Context: an optimization exercise on an open-source flow, tuned for small area, a short achievable clock period and few clock cycles. The choices shown serve that exercise and are no tape-out recipe.
Where RTL was checked, it was by simulation tests only, not by an equivalence proof against the original.
No activity file was given, so power comes from the tool's default toggle rates.

==> inputs of ember <==
==> flow/design.v <==
module cascaded_alu (A1, B1, op_sel, clk, rst, start_op, end_op, result);
    input  [15:0] A1;
    input  [15:0] B1;
    input  [2:0]  op_sel;
    input         clk;
    input         rst;
    input         start_op;
    output        end_op;
    output [31:0] result;
    localparam W = 4;
    localparam K = 16 / W;
    localparam N = 16 + W;
    function automatic [32:0] padd(input [31:0] x, input [31:0] y, input ci, input integer n);
        reg [31:0] g, p, h;
        reg [32:0] c;
        integer i, l, j;
        begin
            h = x ^ y;
            g = x & y;
            p = h;
            g[0] = g[0] | (p[0] & ci);
            for (l = 0; (1 << l) < n; l = l + 1)
                for (i = 0; i < n; i = i + 1)
                    if ((i >> l) & 1) begin
                        j = ((i >> l) << l) - 1;
                        g[i] = g[i] | (p[i] & g[j]);
                        p[i] = p[i] & p[j];
                    end
            c = {g, ci};
            padd = 33'd0;
            for (i = 0; i < n; i = i + 1)
                padd[i] = h[i] ^ c[i];
            padd[n] = c[n];
        end
    endfunction
    reg  [K:1]  s;       
    reg  [31:0] r;       
    wire mstart = start_op & (op_sel == 3'd0);
    always @(posedge clk)
        if (rst) s <= '0;
        else     s <= {s[K-1:1], mstart};
    reg [W-1:0] dig;
    integer i;
    always @* begin
        dig = {W{start_op}} & B1[W-1:0];
        for (i = 1; i < K; i = i + 1)
            dig = dig | ({W{s[i]}} & B1[i*W +: W]);
    end
    reg [N-1:0] cs_s, cs_c, row;
    reg [32:0]  tsum;
    integer j;
    always @* begin
        cs_s = {{W{1'b0}}, start_op ? 16'd0 : r[31:16]};
        cs_c = {N{1'b0}};
        for (j = 0; j < W; j = j + 1) begin
            row  = {{W{1'b0}}, A1 & {16{dig[j]}}} << j;
            {cs_s, cs_c} = {cs_s ^ cs_c ^ row,
                            ((cs_s & cs_c) | (cs_s & row) | (cs_c & row)) << 1};
        end
        tsum = padd(cs_s, cs_c, 1'b0, N);
    end
    always @(posedge clk)
        r <= {tsum[N-1:0], r[15:W]};
    wire d0  = (op_sel == 3'd0);
    wire dar = ~op_sel[2] & (op_sel[1] | op_sel[0]);
    wire sub = (op_sel == 3'd2);
    wire d4  = (op_sel == 3'd4);
    wire d5  = (op_sel == 3'd5);
    wire d6  = (op_sel == 3'd6);
    wire d7  = (op_sel == 3'd7);
    wire [32:0] asum = padd({16'd0, A1}, {16'd0, B1 ^ {16{sub}}}, op_sel[1], 16);
    wire        c16  = asum[16];
    wire [15:0] lo = ({16{d0}}  & r[15:0])
                   | ({16{dar}} & asum[15:0])
                   | ({16{d4}}  & (A1 | B1))
                   | ({16{d5}}  & (A1 & B1))
                   | ({16{d6}}  & (A1 ^ B1))
                   | ({16{d7}}  & ~B1);
    wire [15:0] hi = ({16{d0}}  & r[31:16])
                   | ({16{d7}}  & ~A1)
                   | {{15{sub & ~c16}}, dar & (c16 ^ sub)};
    assign result = {hi, lo};
    assign end_op = (start_op & ~d0) | s[K];
endmodule
==> flow/run.sh <==
#!/bin/bash
# synth_recipe.tcl (not shown) runs the flow's synth.tcl, then flattens the netlist and writes it again
# the make line also repeats each setting of config.mk as NAME=value (left out here)
make -C /OpenROAD-flow-scripts/flow DESIGN_CONFIG=/design/flow/config.mk WORK_HOME=/design/flow/orfs CLKGATE_MAP_FILE= SYNTH_SCRIPT=/design/flow/synth_recipe.tcl finish
==> flow/config.mk <==
export PLATFORM = sky130hd
export DESIGN_NAME = cascaded_alu
export DESIGN_NICKNAME = cascaded_alu
export VERILOG_FILES = /design/flow/design.v
export SDC_FILE = /design/flow/constraint.sdc
export NUM_CORES = 4
export LEC_CHECK = 0
export CAP_MARGIN = 20
export CORE_MARGIN = 2
export CORE_UTILIZATION = 40
export SETUP_SLACK_MARGIN = 2.0
export SLEW_MARGIN = 20
==> flow/constraint.sdc <==
create_clock -name core_clock -period 7.5 [get_ports {clk}]
set_input_delay 1.5000 -clock core_clock [delete_from_list [all_inputs] [get_ports {clk}]]
set_output_delay 1.5000 -clock core_clock [all_outputs]
set_load 0.01 [all_outputs]
==> maple: changes against ember <==
--- a/flow/design.v
+++ b/flow/design.v
@@ -62,23 +62,20 @@
     always @(posedge clk)
         r <= {tsum[N-1:0], r[15:W]};
-    wire d0  = (op_sel == 3'd0);
-    wire dar = ~op_sel[2] & (op_sel[1] | op_sel[0]);
-    wire sub = (op_sel == 3'd2);
-    wire d4  = (op_sel == 3'd4);
-    wire d5  = (op_sel == 3'd5);
-    wire d6  = (op_sel == 3'd6);
-    wire d7  = (op_sel == 3'd7);
+    wire        sub  = op_sel[1] & ~op_sel[0];
     wire [32:0] asum = padd({16'd0, A1}, {16'd0, B1 ^ {16{sub}}}, op_sel[1], 16);
-    wire        c16  = asum[16];
-    wire [15:0] lo = ({16{d0}}  & r[15:0])
-                   | ({16{dar}} & asum[15:0])
-                   | ({16{d4}}  & (A1 | B1))
-                   | ({16{d5}}  & (A1 & B1))
-                   | ({16{d6}}  & (A1 ^ B1))
-                   | ({16{d7}}  & ~B1);
-    wire [15:0] hi = ({16{d0}}  & r[31:16])
-                   | ({16{d7}}  & ~A1)
-                   | {{15{sub & ~c16}}, dar & (c16 ^ sub)};
-    assign result = {hi, lo};
-    assign end_op = (start_op & ~d0) | s[K];
+    wire [16:0] sum  = asum[16:0];
+    wire [15:0] ahi  = {{15{sub & ~sum[16]}}, sum[16] ^ sub};
+    reg [31:0] res;
+    always @* begin
+        case (op_sel)
+            3'd0:    res = r;
+            3'd1, 3'd2, 3'd3: res = {ahi, sum[15:0]};
+            3'd4:    res = {16'd0, A1 | B1};
+            3'd5:    res = {16'd0, A1 & B1};
+            3'd6:    res = {16'd0, A1 ^ B1};
+            default: res = {~A1, ~B1};
+        endcase
+    end
+    assign result = res;
+    assign end_op = (start_op & (op_sel != 3'd0)) | s[K];
 endmodule
SETUP_SLACK_MARGIN = 3.0   (was 2.0)
==> notes.md <==
* Outcome: no timing/DRC/antenna violations
* PostCTS Resize Cnt at about 280
* Comb power frac at 0.617
* Int Power at 0.884 mW
* Setup bufs post-CTS at 60
* Syn Area/Cell at just under 8 um2
* Switching Fraction at 0.426
* Clock power share at 0.170
* Final Wtd Congestion at approximately 0.9
* Final nets at ~1000
* Flop pwr share at 0.213
The numbers above come from maple.

==> notes.md <==
* Finished Cell Area at 0.00731 mm2
* Int Power at 0.767 mW
* Final non-clock buffer share at 0.144
* PostCTS Resize Cnt at about 200
* Nonclk inv count at about 140
* Outcome: no timing/DRC/antenna violations
* Setup bufs post-CTS at 26
* Final nets at 982
* Syn Area/Cell at roughly 7.9 um2
* Non-filler instance count after layout at around 1000
* Final Wtd Congestion at roughly 0.95
* Synthesized flop and latch total at 36
* Gr usage total at 0.244
* Switching Fraction at 0.429
* Flop pwr share at 0.242
* Most common cell after layout, fill and taps aside: inv_1
* Skew-Pair Late Insertion Delay at between 0.2 and 0.3 ns
* Clock power share at 0.161
* CP Launch Point: op_sel[0]
* RSZ-0062 raised after global routing: true
* Comb power frac at 0.596
The numbers above come from ember.

Testbench counts of ember, summed over its fixed seeds: cycles 35,988.
No functional check of the RTL was part of maple.

---

==> inputs of 04-01 <==
// cascaded_alu: RTL as listed in full above, without the edits since
==> flow/config.mk <==
export PLATFORM = sky130hd
export DESIGN_NAME = cascaded_alu
export DESIGN_NICKNAME = cascaded_alu
export VERILOG_FILES = /design/flow/design.v
export SDC_FILE = /design/flow/constraint.sdc
export NUM_CORES = 4
export LEC_CHECK = 0
export CAP_MARGIN = 20
export CORE_MARGIN = 2
export CORE_UTILIZATION = 40
export SETUP_SLACK_MARGIN = 2.0
export SLEW_MARGIN = 20
==> flow/constraint.sdc <==
create_clock -name core_clock -period 7.5 [get_ports {clk}]
set_input_delay 1.5000 -clock core_clock [delete_from_list [all_inputs] [get_ports {clk}]]
set_output_delay 1.5000 -clock core_clock [all_outputs]
set_load 0.01 [all_outputs]
standard.sh (not shown) runs the stock make flow with config.mk's settings and CLKGATE_MAP_FILE= SYNTH_SCRIPT=/design/flow/synth_recipe.tcl, a recipe that flattens the netlist after the stock synthesis.
==> flow/flow/run.sh <==
#!/bin/bash
# Standard layout, unchanged; full tool output goes to standard.log.
bash standard.sh > standard.log 2>&1
==> 09-15 (differences from 04-01) <==
--- a/flow/design.v
+++ b/flow/design.v
@@ -61,24 +61,21 @@
     end
     always @(posedge clk)
         r <= {tsum[N-1:0], r[15:W]};
-    wire d0  = (op_sel == 3'd0);
-    wire dar = ~op_sel[2] & (op_sel[1] | op_sel[0]);
-    wire sub = (op_sel == 3'd2);
-    wire d4  = (op_sel == 3'd4);
-    wire d5  = (op_sel == 3'd5);
-    wire d6  = (op_sel == 3'd6);
-    wire d7  = (op_sel == 3'd7);
+    wire        sub  = op_sel[1] & ~op_sel[0];
     wire [32:0] asum = padd({16'd0, A1}, {16'd0, B1 ^ {16{sub}}}, op_sel[1], 16);
-    wire        c16  = asum[16];
-    wire [15:0] lo = ({16{d0}}  & r[15:0])
-                   | ({16{dar}} & asum[15:0])
-                   | ({16{d4}}  & (A1 | B1))
-                   | ({16{d5}}  & (A1 & B1))
-                   | ({16{d6}}  & (A1 ^ B1))
-                   | ({16{d7}}  & ~B1);
-    wire [15:0] hi = ({16{d0}}  & r[31:16])
-                   | ({16{d7}}  & ~A1)
-                   | {{15{sub & ~c16}}, dar & (c16 ^ sub)};
-    assign result = {hi, lo};
-    assign end_op = (start_op & ~d0) | s[K];
+    wire [16:0] sum  = asum[16:0];
+    wire [15:0] ahi  = {{15{sub & ~sum[16]}}, sum[16] ^ sub};
+    reg [31:0] res;
+    always @* begin
+        case (op_sel)
+            3'd0:    res = r;
+            3'd1, 3'd2, 3'd3: res = {ahi, sum[15:0]};
+            3'd4:    res = {16'd0, A1 | B1};
+            3'd5:    res = {16'd0, A1 & B1};
+            3'd6:    res = {16'd0, A1 ^ B1};
+            default: res = {~A1, ~B1};
+        endcase
+    end
+    assign result = res;
+    assign end_op = (start_op & (op_sel != 3'd0)) | s[K];
 endmodule
==> flow/run.sh (new file) <==
#!/bin/bash
# synth_recipe.tcl (not shown) runs the flow's synth.tcl, then flattens the netlist and writes it again
# the make line also repeats each setting of config.mk as NAME=value (left out here)
make -C /OpenROAD-flow-scripts/flow DESIGN_CONFIG=/design/flow/config.mk WORK_HOME=/design/flow/orfs CLKGATE_MAP_FILE= SYNTH_SCRIPT=/design/flow/synth_recipe.tcl finish
removed: flow/flow/run.sh
removed: flow/standard.sh
==> 12-16 (differences from 04-01) <==
--- a/flow/design.v
+++ b/flow/design.v
@@ -61,24 +61,21 @@
     end
     always @(posedge clk)
         r <= {tsum[N-1:0], r[15:W]};
-    wire d0  = (op_sel == 3'd0);
-    wire dar = ~op_sel[2] & (op_sel[1] | op_sel[0]);
-    wire sub = (op_sel == 3'd2);
-    wire d4  = (op_sel == 3'd4);
-    wire d5  = (op_sel == 3'd5);
-    wire d6  = (op_sel == 3'd6);
-    wire d7  = (op_sel == 3'd7);
+    wire        sub  = op_sel[1] & ~op_sel[0];
     wire [32:0] asum = padd({16'd0, A1}, {16'd0, B1 ^ {16{sub}}}, op_sel[1], 16);
-    wire        c16  = asum[16];
-    wire [15:0] lo = ({16{d0}}  & r[15:0])
-                   | ({16{dar}} & asum[15:0])
-                   | ({16{d4}}  & (A1 | B1))
-                   | ({16{d5}}  & (A1 & B1))
-                   | ({16{d6}}  & (A1 ^ B1))
-                   | ({16{d7}}  & ~B1);
-    wire [15:0] hi = ({16{d0}}  & r[31:16])
-                   | ({16{d7}}  & ~A1)
-                   | {{15{sub & ~c16}}, dar & (c16 ^ sub)};
-    assign result = {hi, lo};
-    assign end_op = (start_op & ~d0) | s[K];
+    wire [16:0] sum  = asum[16:0];
+    wire [15:0] ahi  = {{15{sub & ~sum[16]}}, sum[16] ^ sub};
+    reg [31:0] res;
+    always @* begin
+        case (op_sel)
+            3'd0:    res = r;
+            3'd1, 3'd2, 3'd3: res = {ahi, sum[15:0]};
+            3'd4:    res = {16'd0, A1 | B1};
+            3'd5:    res = {16'd0, A1 & B1};
+            3'd6:    res = {16'd0, A1 ^ B1};
+            default: res = {~A1, ~B1};
+        endcase
+    end
+    assign result = res;
+    assign end_op = (start_op & (op_sel != 3'd0)) | s[K];
 endmodule
==> flow/run.sh (new file) <==
#!/bin/bash
# synth_recipe.tcl (not shown) runs the flow's synth.tcl, then flattens the netlist and writes it again
# the make line also repeats each setting of config.mk as NAME=value (left out here)
make -C /OpenROAD-flow-scripts/flow DESIGN_CONFIG=/design/flow/config.mk WORK_HOME=/design/flow/orfs CLKGATE_MAP_FILE= SYNTH_SCRIPT=/design/flow/synth_recipe.tcl finish
- ABC_AREA: default -> 1
- SETUP_SLACK_MARGIN: 2.0 -> 3.0
removed: flow/flow/run.sh
removed: flow/standard.sh
==> notes.md <==
- Largest cells by area after synthesis: fa_1 19%, ha_1 17%, dfxtp_1 12%
- Row cnt: 43
- Hold wc startpoint: r[7]$_DFF_P_
- Sw frac: 0.432
- Initial drt markers: 496
- CP Capture Type: output pin
- Crit-path slowest cell: a311oi_2
- Worst vdd rail ir drop: approximately 0.093 mV
- Status: finished clean
- Multi-input combinational area share: 0.650
- Data buffer area share: 0.135
- Taps Inserted: between 150 and 200
Source of the figures above: 09-15

==> notes.md <==
- Status: finished clean
- Multi-input combinational area share: 0.637
- CP Capture Type: output pin
- Hold Crit Class: flop to flop
- Max Freq: roughly 0.17 GHz
- Data buffer area share: 0.144
- Taps Inserted: 180
- Largest cells by area after synthesis: fa_1 19%, ha_1 18%, dfxtp_1 13%
- Hold wc startpoint: r[13]$_DFF_P_
Source of the figures above: 04-01

==> notes.md <==
- CP Capture Type: flop
- Multi-input combinational area share: 0.612
- Status: finished clean
- Row cnt: 42
- Initial drt markers: between 300 and 400
- Worst vdd rail ir drop: 0.139 mV
- Largest cells by area after synthesis: fa_1 20%, ha_1 18%, dfxtp_1 13%
- Taps Inserted: between 150 and 200
- Hold wc startpoint: r[10]$_DFF_P_
Source of the figures above: 12-16

Testbench counts of 04-01, summed over its fixed seeds: cycles 35,988.
For 09-15 and 12-16, only the layout was checked, not whether the RTL still works.

-- afterwards: timing with drivers on the ports --
No port has a modelled driver above. Below, the same layouts with a new extraction and two added sets of constraints.
Step 1: set_driving_cell puts a clkbuf_16 on clk and a buf_2 on each other input, an assumption about the parent block.
Step 2, shift: input delay + t, output delay - t, t = (earliest + latest rising clock arrival at the registers) / 2. This alone moves slack from input paths to output paths.
Three values: no drivers, after step 1, after step 2; two values: the first two.
run	t, ns	setup slack, ns	latest minus earliest clock arrival (ns)
ember	0.326	1.605 / 1.569 / 1.569	0.013 / 0.012
maple	0.342	1.630 / 1.594 / 1.407	0.005 / 0.006
04-01	0.326	1.605 / 1.569 / 1.569	0.013 / 0.012
09-15	0.339	1.660 / 1.628 / 1.604	0.005 / 0.005
12-16	0.329	1.964 / 1.918 / 1.634	0.011 / 0.011
After both steps setup and hold are still met in every run listed. The setup slack of 12-16, which loses most, moves by -0.046 ns with the drivers and by -0.330 ns with both steps.
